What follows belongs to an exercise in optimizing a design on an open flow for small area; a production flow would make more cautious choices.
Only simulation tests tie the RTL to the original design; equivalence was not proved.
The clock input has no modelled driver; a real chip could not lean on it and would need a root buffer or a full tree.
Power and IR drop assume default switching activity.

<file path="flow/config.mk">
export PLATFORM = sky130hd
export DESIGN_NAME = converter_top
export DESIGN_NICKNAME = converter_top
export VERILOG_FILES = /design/flow/design.v
export SDC_FILE = /design/flow/constraint.sdc
export NUM_CORES = 4
export LEC_CHECK = 0
export CAP_MARGIN = 20
export CORE_MARGIN = 2
export CORE_UTILIZATION = 75
export PLACE_DENSITY = 0.85
export SLEW_MARGIN = 20
</file>
<file path="flow/constraint.sdc">
create_clock -name core_clock -period 20.0 [get_ports {clk}]
set_input_delay 4.0000 -clock core_clock [delete_from_list [all_inputs] [get_ports {clk}]]
set_output_delay 4.0000 -clock core_clock [all_outputs]
set_load 0.01 [all_outputs]
</file>
<file path="flow/design.v">
module converter_sub(clk, rst, switch, button1, button2, button3, beep);
    input clk, rst;
    input [6:0] switch;
    input button1, button2, button3;
    output beep;
    wire [6:0] s = switch;
    wire b1 = button1, b2 = button2, b3 = button3;
    wire s_any = |s;
    wire s_two = (s[0]&(|s[6:1])) | (s[1]&(|s[6:2])) | (s[2]&(|s[6:3])) | (s[3]&(|s[6:4])) | (s[4]&(|s[6:5])) | (s[5]&s[6]);
    wire b_one = (b1 ^ b2 ^ b3) & ~(b1 & b2 & b3);
    wire valid = s_any & ~s_two & b_one;
    wire b1v = b1 & valid, b2v = b2 & valid, b3v = b3 & valid;
    wire [16:0] n;
    assign n[0] = (b3v & (s[5] | s[3] | s[0])) | (b2v & (s[6] | s[5] | s[3] | s[2] | s[1] | s[0])) | (b1v & (s[5] | s[4] | s[0]));
    assign n[1] = (b3v & (s[6] | s[5] | s[1] | s[0])) | (b2v & (s[3] | s[2] | s[0])) | (b1v & (s[6] | s[5] | s[4]));
    assign n[2] = (b3v & (s[0])) | (b2v & (s[5] | s[3] | s[2])) | (b1v & (s[6] | s[3] | s[2] | s[0])) | ~valid;
    assign n[3] = (b3v & (s[5] | s[0])) | (b2v & (s[6] | s[5] | s[3] | s[2] | s[1] | s[0])) | (b1v & (s[6] | s[4] | s[1] | s[0]));
    assign n[4] = (b3v & (s[6] | s[5] | s[3] | s[2] | s[1])) | (b2v & (s[6] | s[5] | s[4] | s[1])) | (b1v & (s[5] | s[4] | s[3] | s[2] | s[0]));
    assign n[5] = (b3v & (s[6] | s[5] | s[4] | s[1] | s[0])) | (b2v & (s[6] | s[4] | s[1])) | (b1v & (s[4] | s[2] | s[1])) | ~valid;
    assign n[6] = (b3v & (s[6] | s[4] | s[3] | s[1])) | (b2v & (s[5] | s[3] | s[1] | s[0])) | (b1v & (s[6] | s[4] | s[3] | s[1] | s[0])) | ~valid;
    assign n[7] = (b3v & (s[5] | s[3] | s[2] | s[1] | s[0])) | (b2v & (s[6] | s[3] | s[2] | s[1])) | (b1v & (s[4] | s[3]));
    assign n[8] = (b3v & (s[6] | s[3] | s[2] | s[1] | s[0])) | (b2v & (s[3] | s[0])) | (b1v & (s[6] | s[5] | s[4] | s[3] | s[1] | s[0]));
    assign n[9] = (b3v & (s[3] | s[2])) | (b2v & (s[6] | s[5] | s[3] | s[1] | s[0])) | (b1v & (s[5] | s[2] | s[1]));
    assign n[10] = (b3v & (s[6] | s[5] | s[3] | s[2] | s[1] | s[0])) | (b2v & (s[5] | s[4] | s[2] | s[1])) | (b1v & (s[6] | s[3] | s[2] | s[1]));
    assign n[11] = (b3v & (s[5] | s[4] | s[1])) | (b2v & (s[6] | s[3] | s[2] | s[1])) | (b1v & (s[6] | s[4] | s[2]));
    assign n[12] = (b3v & (s[6] | s[3] | s[2] | s[1])) | (b2v & (s[6] | s[4] | s[2])) | (b1v & (s[6] | s[5] | s[2] | s[1] | s[0]));
    assign n[13] = (b3v & (s[6] | s[4] | s[2])) | (b2v & (s[6] | s[5] | s[2] | s[1] | s[0])) | (b1v & (s[2] | s[1] | s[0]));
    assign n[14] = (b3v & (s[6] | s[5] | s[2] | s[1] | s[0])) | (b2v & (s[2] | s[1] | s[0])) | (b1v & (s[6] | s[5] | s[4] | s[3]));
    assign n[15] = (b3v & (s[2] | s[1] | s[0])) | (b2v & (s[6] | s[5] | s[4] | s[3]));
    assign n[16] = (b3v & (s[6] | s[5] | s[4] | s[3]));
    wire [17:0] g;
    assign g[0] = 1'b1;
    genvar i;
    generate for (i = 0; i < 17; i = i + 1) begin : cmp
        assign g[i+1] = (count[i] & ~n[i]) | (count[i] & g[i]) | (~n[i] & g[i]);
    end endgenerate
    wire ge = g[17];
    reg [16:0] count;
    reg Beep;
    assign beep = Beep;
    always @(posedge clk) begin
        if (rst) begin
            count <= 17'd0;
            Beep <= 1'b0;
        end else if (ge) begin
            count <= 17'd0;
            if (valid) Beep <= ~Beep;
        end else
            count <= count + 17'd1;
    end
endmodule
module converter_top(clk, rst, button0, button1, button2, button3, switch, LED, NUM, display, beep);
    input clk, button0, button1, button2, button3;
    input rst;  
    input [7:0] switch;
    output [3:0] NUM;
    output [7:0] display;
    output [7:0] LED;
    output beep;
    assign LED = switch;
    reg [13:0] q;
    reg [1:0] phase;
    wire [13:0] s = q ^ 14'b10101010101010;
    wire s_low0 = ~|s[12:0];
    wire s_wrap = s_low0 & ~s[13];
    wire s_fb = s[13] ^ s[12] ^ s[10] ^ s[8] ^ s_low0;
    always @(posedge clk)
        if (rst) begin
            q     <= 14'b10101010101010;
            phase <= 2'b11;
        end else begin
            q     <= {s[12:0], s_fb} ^ 14'b10101010101010;
            if (s_wrap) phase <= phase + 2'd1;
        end
    wire [4:0] enc_code;
    wire cold = (switch[6] & switch[5]) | (switch[6] & switch[4]) | (switch[5] & switch[4]);
    wire [6:0] x = switch[6:0] ^ {7{cold}};
    wire x_one = (|x) & ~((x[0]&(|x[6:1])) | (x[1]&(|x[6:2])) | (x[2]&(|x[6:3])) | (x[3]&(|x[6:4])) | (x[4]&(|x[6:5])) | (x[5]&x[6]));
    wire [2:0] pos = {x[6]|x[5]|x[4], x[6]|x[3]|x[2], x[5]|x[3]|x[1]};
    wire [4:0] letter = {switch[7], cold, pos};
    wire enc_ok = x_one & ~(switch[7] & x[3]);
    wire [4:0] enc_letter;
    assign enc_letter[0] = ((letter == 5'b00101) | (letter == 5'b00100) | (letter == 5'b00001) | (letter == 5'b01110) | (letter == 5'b01100) | (letter == 5'b01010) | (letter == 5'b10101) | (letter == 5'b10100) | (letter == 5'b11101) | (letter == 5'b11010) | (letter == 5'b11001) | (letter == 5'b11000));
    assign enc_letter[1] = ((letter == 5'b00011) | (letter == 5'b00000) | (letter == 5'b01100) | (letter == 5'b01011) | (letter == 5'b10110) | (letter == 5'b10100) | (letter == 5'b10010) | (letter == 5'b10001) | (letter == 5'b11110) | (letter == 5'b11101) | (letter == 5'b11100) | (letter == 5'b11010) | (letter == 5'b11001));
    assign enc_letter[2] = ((letter == 5'b00110) | (letter == 5'b00100) | (letter == 5'b00001) | (letter == 5'b01101) | (letter == 5'b01100) | (letter == 5'b01011) | (letter == 5'b01001) | (letter == 5'b01000) | (letter == 5'b10110) | (letter == 5'b10101) | (letter == 5'b11110) | (letter == 5'b11100) | (letter == 5'b11001));
    assign enc_letter[3] = ((letter == 5'b00110) | (letter == 5'b00010) | (letter == 5'b00000) | (letter == 5'b01100) | (letter == 5'b01010) | (letter == 5'b01001) | (letter == 5'b10110) | (letter == 5'b10101) | (letter == 5'b10100) | (letter == 5'b10010) | (letter == 5'b10000) | (letter == 5'b11100) | (letter == 5'b11000));
    assign enc_letter[4] = ~((letter == 5'b00110) | (letter == 5'b00010) | (letter == 5'b00001) | (letter == 5'b01110) | (letter == 5'b01101) | (letter == 5'b01100) | (letter == 5'b01010) | (letter == 5'b10101) | (letter == 5'b10010) | (letter == 5'b10001) | (letter == 5'b11110) | (letter == 5'b11101) | (letter == 5'b11100));
    assign enc_code = enc_ok ? enc_letter : 5'b10000;
    wire [3:0] dah = {switch[7], switch[5], switch[3], switch[1]};
    wire [3:0] has = {switch[6], switch[4], switch[2], switch[0]};
    wire dec_ok = has[3] & (has[3] | ~has[2]) & (has[2] | ~has[1]) & (has[1] | ~has[0])
                & ~|(dah & ~has);
    wire [4:0] dec_raw = {has[3] ? dah[3] : 1'b1,
                          has[2] ? dah[2] : has[3],
                          has[1] ? dah[1] : has[2],
                          has[0] ? dah[0] : has[1],
                          has[0]};
    wire [4:0] dec_code = (dec_ok ? dec_raw : 5'b10000) ^ 5'd0;
    reg [4:0] code_q;
    reg mode;
    wire [4:0] code = code_q ^ 5'd0;
    always @(posedge clk) begin
        code_q <= button0 ? enc_code : dec_code;
        mode <= button0;
    end
    wire [6:0] glyph;
    assign glyph[0] = ~((code_q == 5'b01100) | (code_q == 5'b10001) | (code_q == 5'b10010) | (code_q == 5'b01000) | (code_q == 5'b00101) | (code_q == 5'b00001) | (code_q == 5'b10110) | (code_q == 5'b11100) | (code_q == 5'b10100) | (code_q == 5'b11110) | (code_q == 5'b01101) | (code_q == 5'b11011) | (code_q == 5'b01010) | (code_q == 5'b00010) | (code_q == 5'b11000) | (code_q == 5'b01110) | (code_q == 5'b10111) | (code_q == 5'b11001));
    assign glyph[1] = ~((code_q == 5'b01100) | (code_q == 5'b10001) | (code_q == 5'b10101) | (code_q == 5'b01000) | (code_q == 5'b00101) | (code_q == 5'b11010) | (code_q == 5'b00001) | (code_q == 5'b10110) | (code_q == 5'b01001) | (code_q == 5'b01101) | (code_q == 5'b11011) | (code_q == 5'b00010) | (code_q == 5'b11000) | (code_q == 5'b00110) | (code_q == 5'b01110) | (code_q == 5'b10111));
    assign glyph[2] = ~((code_q == 5'b01100) | (code_q == 5'b10001) | (code_q == 5'b10101) | (code_q == 5'b10010) | (code_q == 5'b01000) | (code_q == 5'b00101) | (code_q == 5'b11010) | (code_q == 5'b00001) | (code_q == 5'b00100) | (code_q == 5'b10110) | (code_q == 5'b01001) | (code_q == 5'b11100) | (code_q == 5'b10100) | (code_q == 5'b11110) | (code_q == 5'b01101) | (code_q == 5'b01010) | (code_q == 5'b11000) | (code_q == 5'b00110) | (code_q == 5'b00011) | (code_q == 5'b10011));
    assign glyph[3] = ~((code_q == 5'b10001) | (code_q == 5'b10101) | (code_q == 5'b10010) | (code_q == 5'b01000) | (code_q == 5'b11010) | (code_q == 5'b00100) | (code_q == 5'b01111) | (code_q == 5'b01001) | (code_q == 5'b11110) | (code_q == 5'b00010) | (code_q == 5'b11000) | (code_q == 5'b00110) | (code_q == 5'b00011) | (code_q == 5'b01110) | (code_q == 5'b10011) | (code_q == 5'b10111) | (code_q == 5'b11001));
    assign glyph[4] = ~((code_q == 5'b01100) | (code_q == 5'b10001) | (code_q == 5'b10010) | (code_q == 5'b11010) | (code_q == 5'b00001) | (code_q == 5'b01111) | (code_q == 5'b11100) | (code_q == 5'b10100) | (code_q == 5'b11110) | (code_q == 5'b11011) | (code_q == 5'b00010) | (code_q == 5'b00110) | (code_q == 5'b00011) | (code_q == 5'b10011) | (code_q == 5'b10111));
    assign glyph[5] = ~((code_q == 5'b01100) | (code_q == 5'b10010) | (code_q == 5'b00001) | (code_q == 5'b10110) | (code_q == 5'b01101) | (code_q == 5'b11011) | (code_q == 5'b00110) | (code_q == 5'b00011) | (code_q == 5'b01110) | (code_q == 5'b10111));
    assign glyph[6] = ~((code_q == 5'b01100) | (code_q == 5'b10101) | (code_q == 5'b01000) | (code_q == 5'b00101) | (code_q == 5'b11010) | (code_q == 5'b00100) | (code_q == 5'b01111) | (code_q == 5'b11100) | (code_q == 5'b11110) | (code_q == 5'b01101) | (code_q == 5'b11011) | (code_q == 5'b00010) | (code_q == 5'b10011) | (code_q == 5'b11001));
    reg sym_bit, sym_has;
    always @(*) begin
        case (phase)
            2'd0: begin sym_bit = code[4]; sym_has = |code[3:0]; end
            2'd1: begin sym_bit = code[3]; sym_has = |code[2:0]; end
            2'd2: begin sym_bit = code[2]; sym_has = |code[1:0]; end
            default: begin sym_bit = code[1]; sym_has = code[0]; end
        endcase
    end
    assign display = mode ? {~(sym_has & ~sym_bit), 3'b111, ~(sym_has & sym_bit), 3'b111}
                          : {1'b1, glyph};
    assign NUM = mode ? ~(4'b1000 >> phase) : 4'b0000;
    converter_sub PART1(.clk(clk), .rst(rst), .switch(switch[6:0]),
                        .button1(button1), .button2(button2), .button3(button3), .beep(beep));
endmodule
</file>
<file path="flow/flow/run.sh">
#!/bin/bash
# Layout flow: the standard synthesis, then an area re-mapping of the
# combinational logic (registers untouched), then the standard ORFS steps
# with small port buffers and a small clock tree.
set -euo pipefail
W=$(pwd)
R=$W/orfs/results/$FLOW_PLATFORM/converter_top/base
LIB=$FLOW_HOME/platforms/$FLOW_PLATFORM/lib/sky130_fd_sc_hd__tt_025C_1v80.lib

# 1. standard synthesis (yosys only)
bash standard.sh $R/1_2_yosys.v > $W/log_synth.txt 2>&1
cp $R/1_2_yosys.v $W/synth_standard.v

# 2. re-map the combinational logic for area with several deepsyn seeds and
#    keep the smallest result; registers keep their names and cells
mkdir -p $W/remap
run_seed() {
  local s=$1
  sed -e "s|@SEED@|$s|" $W/flow/remap.abc > $W/remap/s$s.abc
  sed -e "s|@LIB@|$LIB|g; s|@IN@|$W/synth_standard.v|; s|@TOP@|$FLOW_TOP|g; s|@SCRIPT@|$W/remap/s$s.abc|; s|@STAT@|$W/remap/stat$s.txt|; s|@OUT@|$W/remap/out$s.v|" \
      $W/flow/remap.ys > $W/remap/r$s.ys
  yosys -l $W/remap/log$s.txt -s $W/remap/r$s.ys > /dev/null 2>&1 || true
}
for batch in "1 2 3 4" "5 6 7 8"; do
  for s in $batch; do run_seed $s & done
  wait
done
best=""; best_area=""
for s in 1 2 3 4 5 6 7 8; do
  [ -f $W/remap/stat$s.txt ] && [ -f $W/remap/out$s.v ] || continue
  a=$(grep "Chip area" $W/remap/stat$s.txt | awk '{print $NF}')
  echo "seed $s area $a" >> $W/remap/summary.txt
  if [ -z "$best" ] || awk "BEGIN{exit !($a < $best_area)}"; then best=$s; best_area=$a; fi
done
echo "best seed $best area $best_area" >> $W/remap/summary.txt
cp $W/remap/out$best.v $W/synth_remapped.v
cp $W/synth_remapped.v $R/1_2_yosys.v
touch $R/1_2_yosys.v $R/1_2_yosys.sdc

# 3. the rest of the standard flow
export BUFFER_PORTS_ARGS="-buffer_cell sky130_fd_sc_hd__buf_1"
if [ -f $W/flow/cts_args.txt ]; then export CTS_ARGS="$(cat $W/flow/cts_args.txt)"; fi
if [ -f $W/flow/post_cts.tcl ]; then export POST_CTS_TCL=$W/flow/post_cts.tcl; fi
bash standard.sh > $W/log_layout.txt 2>&1
</file>
<file path="flow/flow/cts_args.txt">
-sink_clustering_enable -sink_clustering_size 10 -repair_clock_nets -buf_list sky130_fd_sc_hd__clkbuf_4 -root_buf sky130_fd_sc_hd__clkbuf_4 -dont_use_dummy_load
</file>
<file path="flow/flow/post_cts.tcl">
set ::clk_leaf_max 10
set block [ord::get_db_block]
set root ""
set leaves {}
foreach inst [$block getInsts] {
  if {![string match "sky130_fd_sc_hd__clkbuf_*" [[$inst getMaster] getName]]} { continue }
  set in [[$inst findITerm A] getNet]
  if {$in eq "NULL"} { continue }
  if {[llength [$in getBTerms]] > 0} { set root $inst } else { lappend leaves $inst }
}
set nleaf 0
foreach leaf $leaves {
  set out [[$leaf findITerm X] getNet]
  set sinks 0
  foreach it [$out getITerms] { if {[$it isInputSignal]} { incr sinks } }
  puts "clock leaf [$leaf getName]: $sinks sinks"
  if {$sinks > $::clk_leaf_max} { replace_cell [$leaf getName] sky130_fd_sc_hd__clkbuf_8 }
  incr nleaf
}
if {$root ne "" && $nleaf > 0 && $nleaf <= 4} {
  puts "removing clock root [$root getName]"
  remove_buffers [$root getName]
}
detailed_placement
check_placement -verbose
estimate_parasitics -placement
</file>
<file path="flow/flow/remap.abc">
&get -n
&deepsyn -J 50 -T 900 -S @SEED@
&put
dch -f
amap
topo
</file>
<file path="flow/flow/remap.ys">
read_liberty -ignore_miss_func @LIB@
read_verilog @IN@
hierarchy -top @TOP@
setattr -mod -set keep_hierarchy 1 sky130_fd_sc_hd__dfxtp_1 sky130_fd_sc_hd__dfxtp_2 sky130_fd_sc_hd__dfxtp_4
flatten
opt_clean -purge
abc -script @SCRIPT@ -liberty @LIB@ -dont_use sky130_fd_sc_hd__probe_p_8 -dont_use sky130_fd_sc_hd__probec_p_8 -dont_use sky130_fd_sc_hd__lpflow_bleeder_1 -dont_use sky130_fd_sc_hd__lpflow_clkbufkapwr_1 -dont_use sky130_fd_sc_hd__lpflow_clkbufkapwr_16 -dont_use sky130_fd_sc_hd__lpflow_clkbufkapwr_2 -dont_use sky130_fd_sc_hd__lpflow_clkbufkapwr_4 -dont_use sky130_fd_sc_hd__lpflow_clkbufkapwr_8 -dont_use sky130_fd_sc_hd__lpflow_clkinvkapwr_1 -dont_use sky130_fd_sc_hd__lpflow_clkinvkapwr_16 -dont_use sky130_fd_sc_hd__lpflow_clkinvkapwr_2 -dont_use sky130_fd_sc_hd__lpflow_clkinvkapwr_4 -dont_use sky130_fd_sc_hd__lpflow_clkinvkapwr_8 -dont_use sky130_fd_sc_hd__lpflow_decapkapwr_12 -dont_use sky130_fd_sc_hd__lpflow_decapkapwr_3 -dont_use sky130_fd_sc_hd__lpflow_decapkapwr_4 -dont_use sky130_fd_sc_hd__lpflow_decapkapwr_6 -dont_use sky130_fd_sc_hd__lpflow_decapkapwr_8 -dont_use sky130_fd_sc_hd__lpflow_inputiso0n_1 -dont_use sky130_fd_sc_hd__lpflow_inputiso0p_1 -dont_use sky130_fd_sc_hd__lpflow_inputiso1n_1 -dont_use sky130_fd_sc_hd__lpflow_inputiso1p_1 -dont_use sky130_fd_sc_hd__lpflow_inputisolatch_1 -dont_use sky130_fd_sc_hd__lpflow_isobufsrc_1 -dont_use sky130_fd_sc_hd__lpflow_isobufsrc_16 -dont_use sky130_fd_sc_hd__lpflow_isobufsrc_2 -dont_use sky130_fd_sc_hd__lpflow_isobufsrc_4 -dont_use sky130_fd_sc_hd__lpflow_isobufsrc_8 -dont_use sky130_fd_sc_hd__lpflow_isobufsrckapwr_16 -dont_use sky130_fd_sc_hd__lpflow_lsbuf_lh_hl_isowell_tap_1 -dont_use sky130_fd_sc_hd__lpflow_lsbuf_lh_hl_isowell_tap_2 -dont_use sky130_fd_sc_hd__lpflow_lsbuf_lh_hl_isowell_tap_4 -dont_use sky130_fd_sc_hd__lpflow_lsbuf_lh_isowell_4 -dont_use sky130_fd_sc_hd__lpflow_lsbuf_lh_isowell_tap_1 -dont_use sky130_fd_sc_hd__lpflow_lsbuf_lh_isowell_tap_2 -dont_use sky130_fd_sc_hd__lpflow_lsbuf_lh_isowell_tap_4 
opt_clean -purge
hilomap -singleton -hicell sky130_fd_sc_hd__conb_1 HI -locell sky130_fd_sc_hd__conb_1 LO
insbuf -buf sky130_fd_sc_hd__buf_1 A X
select @TOP@
tee -o @STAT@ stat -liberty @LIB@
write_verilog -noattr -noexpr -nohex -nodec -selected @OUT@
</file>
<file path="flow/standard.sh">
#!/bin/bash
# synth_recipe.tcl (not shown) runs the flow's synth.tcl, then flattens the netlist and writes it again
# the make line also repeats each setting of config.mk as NAME=value (left out here)
make -C /OpenROAD-flow-scripts/flow DESIGN_CONFIG=/design/flow/config.mk WORK_HOME=/design/flow/orfs CLKGATE_MAP_FILE= SYNTH_SCRIPT=/design/flow/synth_recipe.tcl "${@:-finish}"
</file>
==> flow_summary.yaml, run 1 <==
outcome:
  status: "no timing/DRC/antenna violations"
setup_path:
  path_common_cell: "buf_1"
  crit_buf_inv: 2
  path_cells: "buf_1, buf_1"
  cp.required_ns: 16.00
  crit_slowest_cell: "buf_1"
  path_delay_family: "buffers and inverters"
  startpoint_type: "input pin"
  cp.arrival_ns: 4.60
  endpoint_kind: "output pin"
  cp_max_fo: 10
  max_stage_delay_ns: 0.38
  critical_path_class: "in2out"
grt:
  overflow: 0
  track_usage_pct: 36.02
  grt_first_pass_wirelength_um: 10470
  antenna_found_initial: 0
  grt_pass1_vias: 2477
  grt_max_degree: 18
cts:
  cts.clk_slew.worst_paths_ns: 0.08
  cts_num_sinks: 40
  clock_latency_ns: 0.15
sta:
  fin_hold_ws_ns: 0.3935
  tightestPinTransition_ns: 1.200
  setup_viol: 0
  finClkSkew_ns: 0.01123
  tns_ns: 0
  period_needed_ns: 8.602
  setup_ws_ns: 11.40
  max_freq_mhz: 116.3
  drv_slew: 0
  rsz0062_at_grt: "no"
  slew_headroom_pct: 17.93
  hold_viol_final: 0
  min_period_over_period_pct: 43.01
placement:
  place_ws_ns: 11.42
  place.gp.congestion: 1.078
  hpwl_um: 5058
  io_buffer_count: 34
  post_dp_cell_area_mm2: 0.002659
routing:
  first_pass_iters: 9
  met3WireLength_um: 620
  routed.top_layer: "met4"
  ant_nets: 0
  drt_iter0_markers: 515
  drc_errors: 0
  wirelength_met1_um: 2627
  drt-vias-per-instance: 6.576
  drt_wl_total_um: 6643
  route.vias.total: 2979
  route.met2.wl_um: 3158
  wire_per_inst_um: 14.66
floorplan:
  die_area_mm2: 0.003809
  die_w_um: 61.72
  start_util_pct: 80.52
  top_level_ports: 35
  coreArea_mm2: 0.003103
  die_y_um: 61.72
  rows: 20
synthesis:
  postSynthAreaPerCell_um2: 6.610
  synthesis.nets: 392
  syn_area_mm2: 0.002499
  synthCells: 378
  synth_warnings: 2
finish:
  drive_above_1_share_pct: 1.222
  final_cell_area_mm2: 0.002695
  nFillCells: 189
  nets: 425
  multiInputGateArea_mm2: 0.001506
  area_growth_pct: 7.862
  antenna_cells: 0
  final_util_pct: 86.85
  regArea_um2: 800.8
power:
  switchingPower_w: 0.00005308
  leakage_nw: 0.9382
  vdd_ir_drop_max_uv: 47.23
  internal_power_w: 0.0001088
  pwr_density_cell_mw_per_mm2: 60.06
  clkPwrFrac_pct: 19.5
  p_sw_share_pct: 32.79
  p_comb_share_pct: 26.9
  seqPwrFrac_pct: 53.6
worst_hold_path:
  hp-class: "reg2reg"
run:
  maxCapViolCount: 0
[metrics by stage]
stage               total power [W]  instances
global route              0.0001705        453
global placement          0.0001291        449
floorplan                 0.0001180        378
detailed placement        0.0001306        449
finish                    0.0001619        453
[final cells by class]
cell class                      instances  share of cell area (%)
Clock buffer                            4                   1.346
Multi-Input combinational cell        287                   55.90
Inverter                               43                   5.989
Tap cell                               44                   2.043
Sequential cell                        40                   29.71
Timing Repair Buffer                   35                   5.014
[power by group through the flow]
stage / sequential (W) / clock (W) / combinational (W)
detailed placement: 0.0000884 / 0 / 0.0000421
floorplan: 0.0000874 / 0 / 0.0000307
global placement: 0.0000883 / 0 / 0.0000409
finish: 0.0000868 / 0.0000315 / 0.0000436
global route: 0.0000871 / 0.0000343 / 0.0000490
[path summary, 6_finish.rpt]
kind                                   from                         end  slack (ns)  cells after the start
setup / recovery                  switch[6]                      LED[6]       11.40                      2
setup reg to reg  PART1.count[0]$_SDFF_PP0_  PART1.count[16]$_SDFF_PP0_       17.08                     17
hold / removal              q[6]$_SDFF_PP0_             q[7]$_SDFF_PP1_        0.39                      1
hold reg to reg             q[6]$_SDFF_PP0_             q[7]$_SDFF_PP1_        0.39                      1
[state kept, by name, summed over array words and instances (netlist names)]
register     count
mode             1
q               14
phase            2
PART1.count     17
PART1.Beep       1
code_q           5
[cell usage in the layout, fill, tap and decap left out, types with 2 or more instances in the layout]
cell type  count
o32ai_1        4
clkbuf_4       3
a21oi_1       24
o221ai_1       8
o21ai_0       33
nor3_1        15
nand2b_1       2
o31ai_1        5
o311ai_0       2
dfxtp_1       40
o21a_1         2
a221oi_1       2
or2_0          2
nor2b_1        2
o32a_1         2
a211oi_1      13
clkinv_1      43
nand2_1       48
a31oi_1        5
o211ai_1       2
buf_1         34
nor2_1        78
a22oi_1        2
o22ai_1        7
or4_1          4
a2111oi_0      4
nand3_1        6
o22a_1         3
[per-layer routing]
metal	vias to the layer above	track usage (%)
met3	46	6.832
li1	1435	-
met4	0	10.33
met1	1294	42.67
met2	204	66.02
met5	-	0
[worst reg2reg max path, cell delays in order (launching register included)]
cell and delay, ns:
dfxtp_1 0.35, clkinv_1 0.12, nor2_1 0.18, nand2_1 0.12
nor2_1 0.19, nand2_1 0.12, clkinv_1 0.07, and3_1 0.19
nand2_1 0.10, nor2_1 0.16, nand2_1 0.11, nor2_1 0.17
nand2_1 0.11, nor2_1 0.16, nand2_1 0.11, nor2_1 0.19
nand2_1 0.12, a211oi_1 0.24
==> run 2, diff against run 1 <==
--- a/flow/flow/run.sh
+++ b/flow/flow/run.sh
@@ -21,12 +21,12 @@
       $W/flow/remap.ys > $W/remap/r$s.ys
   yosys -l $W/remap/log$s.txt -s $W/remap/r$s.ys > /dev/null 2>&1 || true
 }
-for batch in "1 2 3 4" "5 6 7 8"; do
+for batch in "1 2 3 4" "5 6 7 8" "9 10 11 12" "13 14 15 16" "17 18 19 20" "21 22 23 24"; do
   for s in $batch; do run_seed $s & done
   wait
 done
 best=""; best_area=""
-for s in 1 2 3 4 5 6 7 8; do
+for s in $(seq 1 24); do
   [ -f $W/remap/stat$s.txt ] && [ -f $W/remap/out$s.v ] || continue
   a=$(grep "Chip area" $W/remap/stat$s.txt | awk '{print $NF}')
   echo "seed $s area $a" >> $W/remap/summary.txt
==> run 2 against run 1 <==
Largest cell class unchanged. Still clean on timing, DRC and antenna. Clock power rose by 2%. Design area fell by 0.93%. Cell count fell by 0.44%. First-iteration DRC count rose by 4.3%. Synthesized area fell by 0.70%. Synthesized cell count fell by 0.26%. Sequential cell count did not move. Utilization fell by 0.81 points. Sequential share of layout area rose by 0.28 points. Fmax rose by 0.44%. Non-clock buffer count fell by 1.
==> flow_summary.yaml, run 2 <==
setup_path:
  path_delay_family: "buffers and inverters"
  cp_max_fo: 10
  max_stage_delay_ns: 0.36
  path_common_cell: "buf_1"
  crit_path_end: "LED[1]"
  rr_worst_depth: 26
  startpoint: "switch[1]"
  crit_slowest_cell: "buf_1"
  critical_path_class: "in2out"
  cp.depth: 2
  endpoint_kind: "output pin"
  regToRegStartpoint: "PART1.count[0]$_SDFF_PP0_"
  startpoint_type: "input pin"
  path_cells: "buf_1, buf_1"
  rr_endpoint: "PART1.count[16]$_SDFF_PP0_"
  cp.arrival_ns: 4.56
  cp.required_ns: 16.00
  crit_buf_inv: 2
  r2r_slack_ns: 16.10
sta:
  finClkSkew_ns: 0.03221
  min_period_over_period_pct: 42.82
  period_needed_ns: 8.564
  rsz0062_at_grt: "no"
  tns_ns: 0
  max_freq_mhz: 116.8
  hold_viol_final: 0
  slew_headroom_pct: 31.80
  drv_slew: 0
  tightestPinTransition_ns: 0.9972
  setup_viol: 0
synthesis:
  postSynthAreaPerCell_um2: 6.581
  synthCells: 377
  synth_warnings: 2
  synthesis.nets: 391
  syn_area_mm2: 0.002481
finish:
  final_cell_area_mm2: 0.002670
  drive_above_1_share_pct: 0.9828
  largest-register: "PART1.count"
  nFillCells: 201
  final_cell_mix: "87 x nor2_1, 61 x clkinv_1, 40 x dfxtp_1, 34 x o21ai_0, 34 x buf_1"
  largest_reg_flops: 17
  largestRegisters: "PART1.count (17), q (14), code_q (5)"
  area_growth_pct: 7.615
  layout_commonest_cell: "nor2_1"
  nets: 423
  antenna_cells: 0
power:
  clkPwrFrac_pct: 20.9
  leakage_nw: 0.8873
  switchingPower_w: 0.00004792
  vdd_ir_drop_max_uv: 74.75
  seqPwrFrac_pct: 55.6
  pwr_density_cell_mw_per_mm2: 57.40
  p_sw_share_pct: 31.27
  internal_power_w: 0.0001053
  p_comb_share_pct: 23.5
routing:
  ant_nets: 0
  drc_errors: 0
  route.vias.total: 2958
  wire_per_inst_um: 14.96
  drt_wl_total_um: 6746
  drt-vias-per-instance: 6.559
  first_pass_iters: 7
  drt_iter0_markers: 537
grt:
  grt_max_degree: 18
  overflow: 0
  grt_pass1_vias: 2480
  track_usage_pct: 35.70
  antenna_found_initial: 0
  grt_first_pass_wirelength_um: 10340
floorplan:
  coreArea_mm2: 0.003103
  rows: 20
  die_area_mm2: 0.003784
  top_level_ports: 35
  die_y_um: 61.52
  die_w_um: 61.52
  start_util_pct: 79.96
placement:
  place.gp.congestion: 1.075
  io_buffer_count: 34
  post_dp_cell_area_mm2: 0.002634
  hpwl_um: 4824
run:
  maxCapViolCount: 0
outcome:
  status: "no timing/DRC/antenna violations"
cts:
  clock_latency_ns: 0.17
  cts_num_sinks: 40
  cts.clk_slew.worst_paths_ns: 0.08
worst_hold_path:
  hp-class: "reg2reg"
## run 2: power groups by stage
stage / registers (W) / clock network (W) / logic, W
finish: 0.0000852 / 0.0000320 / 0.0000360
global route: 0.0000855 / 0.0000347 / 0.0000396
detailed placement: 0.0000869 / 0 / 0.0000345
global placement: 0.0000868 / 0 / 0.0000334
floorplan: 0.0000861 / 0 / 0.0000245
## run 2: layout make-up
class	count	area, µm²	area share (%)
multi-input cells	268	1421	53.23
flip-flops and latches	40	800.8	29.99
inverters	61	229.0	8.575
repair buffers	34	127.6	4.780
well taps	44	55.05	2.062
clock buffers	4	36.28	1.359
## run 2: metrics by stage
step | setup slack (ns) | utilization, % | instances | hold slack (ns) | total power, W
floorplan | 11.88 | - | 377 | 0.3608 | 0.0001106
global placement | 11.48 | 84.88 | 447 | 0.3783 | 0.0001202
detailed placement | 11.47 | 84.88 | 447 | 0.3819 | 0.0001214
global route | 11.14 | 86.05 | 451 | 0.4075 | 0.0001599
finish | 11.44 | 86.05 | 451 | 0.3984 | 0.0001533
## run 2: worst min-delay path by stage
stage                     slack [ns]         endpoint       startpoint  cells after the start
final                           0.40  q[3]$_SDFF_PP1_  q[2]$_SDFF_PP0_                      1
after global routing            0.41  q[3]$_SDFF_PP1_  q[2]$_SDFF_PP0_                      1
after detailed placement        0.38  q[3]$_SDFF_PP1_  q[2]$_SDFF_PP0_                      1
after global placement          0.38  q[3]$_SDFF_PP1_  q[2]$_SDFF_PP0_                      1
after floorplan                 0.36  q[7]$_SDFF_PP1_  q[6]$_SDFF_PP0_                      1
## run 2: layer usage
| layer | vias to the layer above | GRT usage, % | share of wire (%) | routed length [µm] |
|---|---|---|---|---|
| li1 | 1405 | - | - | - |
| met1 | 1297 | 45.83 | 41 | 2755 |
| met2 | 211 | 59.25 | 46 | 3129 |
| met3 | 45 | 6.723 | 9.1 | 613 |
| met4 | 0 | 13.98 | 3.7 | 248 |
| met5 | - | 0 | 0 | 0 |
==> run 3, diff against run 2 <==
--- a/flow/flow/run.sh
+++ b/flow/flow/run.sh
@@ -21,12 +21,13 @@
       $W/flow/remap.ys > $W/remap/r$s.ys
   yosys -l $W/remap/log$s.txt -s $W/remap/r$s.ys > /dev/null 2>&1 || true
 }
-for batch in "1 2 3 4" "5 6 7 8" "9 10 11 12" "13 14 15 16" "17 18 19 20" "21 22 23 24"; do
+for batch in "1 2 3 4" "5 6 7 8" "9 10 11 12" "13 14 15 16" "17 18 19 20" "21 22 23 24" \
+             "25 26 27 28" "29 30 31 32" "33 34 35 36" "37 38 39 40" "41 42 43 44" "45 46 47 48"; do
   for s in $batch; do run_seed $s & done
   wait
 done
 best=""; best_area=""
-for s in $(seq 1 24); do
+for s in $(seq 1 48); do
   [ -f $W/remap/stat$s.txt ] && [ -f $W/remap/out$s.v ] || continue
   a=$(grep "Chip area" $W/remap/stat$s.txt | awk '{print $NF}')
   echo "seed $s area $a" >> $W/remap/summary.txt
==> run 3 against run 2 <==
Still clean. Register-to-register slack gained 0.33 ns. Sequential cell count is the same. Synthesized cell count grew 0.53%. Synthesized area shrank 0.35%. Worst setup slack lost 0.18 ns. Utilization shrank 0.24 points. Fmax shrank 2.0%. Sequential share of layout area grew 0.085 points. Critical path type is now in2reg. Critical endpoint is now PART1.count[7]$_SDFF_PP0_.
==> flow_summary.yaml, run 3 <==
finish:
  layout_commonest_cell: "nor2_1"
  largest-register: "PART1.count"
  final_cell_mix: "84 x nor2_1, 52 x clkinv_1, 40 x dfxtp_1, 39 x o21ai_0, 38 x nand2_1"
  drive_above_1_share_pct: 0.9780
  nets: 425
  largestRegisters: "PART1.count (17), q (14), code_q (5)"
  largest_reg_flops: 17
  area_growth_pct: 7.692
  antenna_cells: 0
setup_path:
  startpoint: "switch[4]"
  cp_max_fo: 17
  cp.arrival_ns: 8.81
  cp.required_ns: 20.07
  endpoint_kind: "flip-flop"
  path_common_cell: "clkinv_1"
  path_cells: "buf_1, clkinv_1, nor2_1, clkinv_1, nor2_1, clkinv_1, a221oi_1, a31oi_1, a2111oi_1, clkinv_1, nor2_1, a41oi_1, nor4_1, a21oi_1, or4_1, a211oi_1"
  max_stage_delay_ns: 0.83
  critical_path_class: "in2reg"
  regToRegStartpoint: "PART1.count[0]$_SDFF_PP0_"
  crit_slowest_cell: "or4_1"
  startpoint_type: "input pin"
routing:
  route.vias.total: 3016
  wire_per_inst_um: 15.18
  drt-vias-per-instance: 6.658
  drc_errors: 0
  first_pass_iters: 5
  drt_iter0_markers: 414
  drt_wl_total_um: 6876
  ant_nets: 0
power:
  leakage_nw: 0.8672
  pwr_density_cell_mw_per_mm2: 57.61
  vdd_ir_drop_max_uv: 46.29
grt:
  grt_pass1_vias: 2569
  grt_first_pass_wirelength_um: 10650
  overflow: 0
  antenna_found_initial: 0
  track_usage_pct: 36.84
  grt_max_degree: 18
floorplan:
  die_area_mm2: 0.003772
  die_w_um: 61.42
  die_y_um: 61.42
  coreArea_mm2: 0.003103
  start_util_pct: 79.68
  rows: 20
  top_level_ports: 35
sta:
  slew_headroom_pct: 42.63
  fin_hold_ws_ns: 0.3893
  hold_viol_final: 0
  drv_slew: 0
  setup_viol: 0
  finClkSkew_ns: 0.02276
  rsz0062_at_grt: "no"
  min_period_over_period_pct: 43.71
  max_freq_mhz: 114.4
  tightestPinTransition_ns: 0.8584
  tns_ns: 0
  period_needed_ns: 8.743
synthesis:
  syn_area_mm2: 0.002472
  synthesis.nets: 393
  synthCells: 379
  synth_warnings: 2
  postSynthAreaPerCell_um2: 6.523
cts:
  cts.clk_slew.worst_paths_ns: 0.10
  clock_latency_ns: 0.16
  cts_num_sinks: 40
worst_hold_path:
  hp-class: "reg2reg"
  min_from: "q[8]$_SDFF_PP0_"
placement:
  hpwl_um: 5083
  io_buffer_count: 34
  place.gp.congestion: 1.053
run:
  maxCapViolCount: 0
outcome:
  status: "no timing/DRC/antenna violations"
run 3: per-stage QoR:
stage                     utilization [%]  cell area [µm²]  cells  total power [W]  setup slack [ns]
after detailed placement            84.60             2625    449        0.0001210             11.08
after global routing                85.81             2663    453        0.0001585             10.78
after floorplan                         -             2472    379        0.0001102             11.88
after global placement              84.60             2625    449        0.0001194             11.41
final                               85.81             2663    453        0.0001534             11.26
run 3: routing by layer:
metal  vias to the layer above  global-route usage, %  part of all wire [%]
met5                         -                      0                     0
met2                       236                  64.29                    47
met1                      1323                  46.39                    39
met3                        37                  7.143                    11
li1                       1420                      -                     -
met4                         0                  10.64                   2.8
run 3: power breakdown:
part	internal, W	leakage (nW)	total, W	switching, W
logic	0.0000110	0.521	0.0000357	0.0000247
registers	0.0000821	0.325	0.0000852	0.00000303
clock network	0.0000118	0.0210	0.0000325	0.0000207
run 3: worst paths after layout:
kind	to	slack [ns]	cells past startpoint
max	PART1.count[7]$_SDFF_PP0_	11.26	16
min	q[9]$_SDFF_PP1_	0.39	1
max reg2reg	PART1.count[7]$_SDFF_PP0_	16.43	13
min reg2reg	q[9]$_SDFF_PP1_	0.39	1
run 3: worst max-delay path, delay by kind of cell:
family | cells | cell delay, ns
AO/OA/AOI/OAI | 6 | 1.83
buffers and inverters | 5 | 1.10
AND/OR/NAND/NOR | 5 | 1.87
run 3: area by class of cell:
type | count | area (µm²)
clock buffer | 4 | 36.28
fill | 218 | 440.4
tap | 44 | 55.05
multi-input combinational | 279 | 1448
timing repair buffer | 34 | 127.6
sequential | 40 | 800.8
inverter | 52 | 195.2

==> static timing again, ports no longer ideal <==
How much do the figures lean on ideal ports? The routed layouts below were timed once more, with nothing changed but the port constraints. Step 1 (the two cells are an assumption about what drives the block):
set clk [get_ports {clk}]
set_driving_cell -lib_cell sky130_fd_sc_hd__clkbuf_16 $clk
set_driving_cell -lib_cell sky130_fd_sc_hd__buf_2 [delete_from_list [all_inputs] $clk]
Step 2 adds t to the input delays and takes it off the output delays; t is the mean of the earliest and latest rising clock arrival at the registers after step 1. Input paths then give back, and output paths get back, about the clock's delay inside the block. Three values: ideal ports, drivers, drivers and shift; two values: the first two.
| run | t (ns) | setup slack, ns | clock arrival spread, ns |
|---|---|---|---|
| run 1 | 0.193 | 11.398 / 11.375 / 11.375 | 0.011 / 0.011 |
| run 2 | 0.199 | 11.436 / 11.414 / 11.320 | 0.033 / 0.033 |
| run 3 | 0.200 | 11.257 / 11.284 / 11.084 | 0.024 / 0.024 |
After both steps setup and hold are still met in every run listed. The setup slack of run 3, which loses most, moves by +0.027 ns with the drivers and by -0.173 ns with both steps.
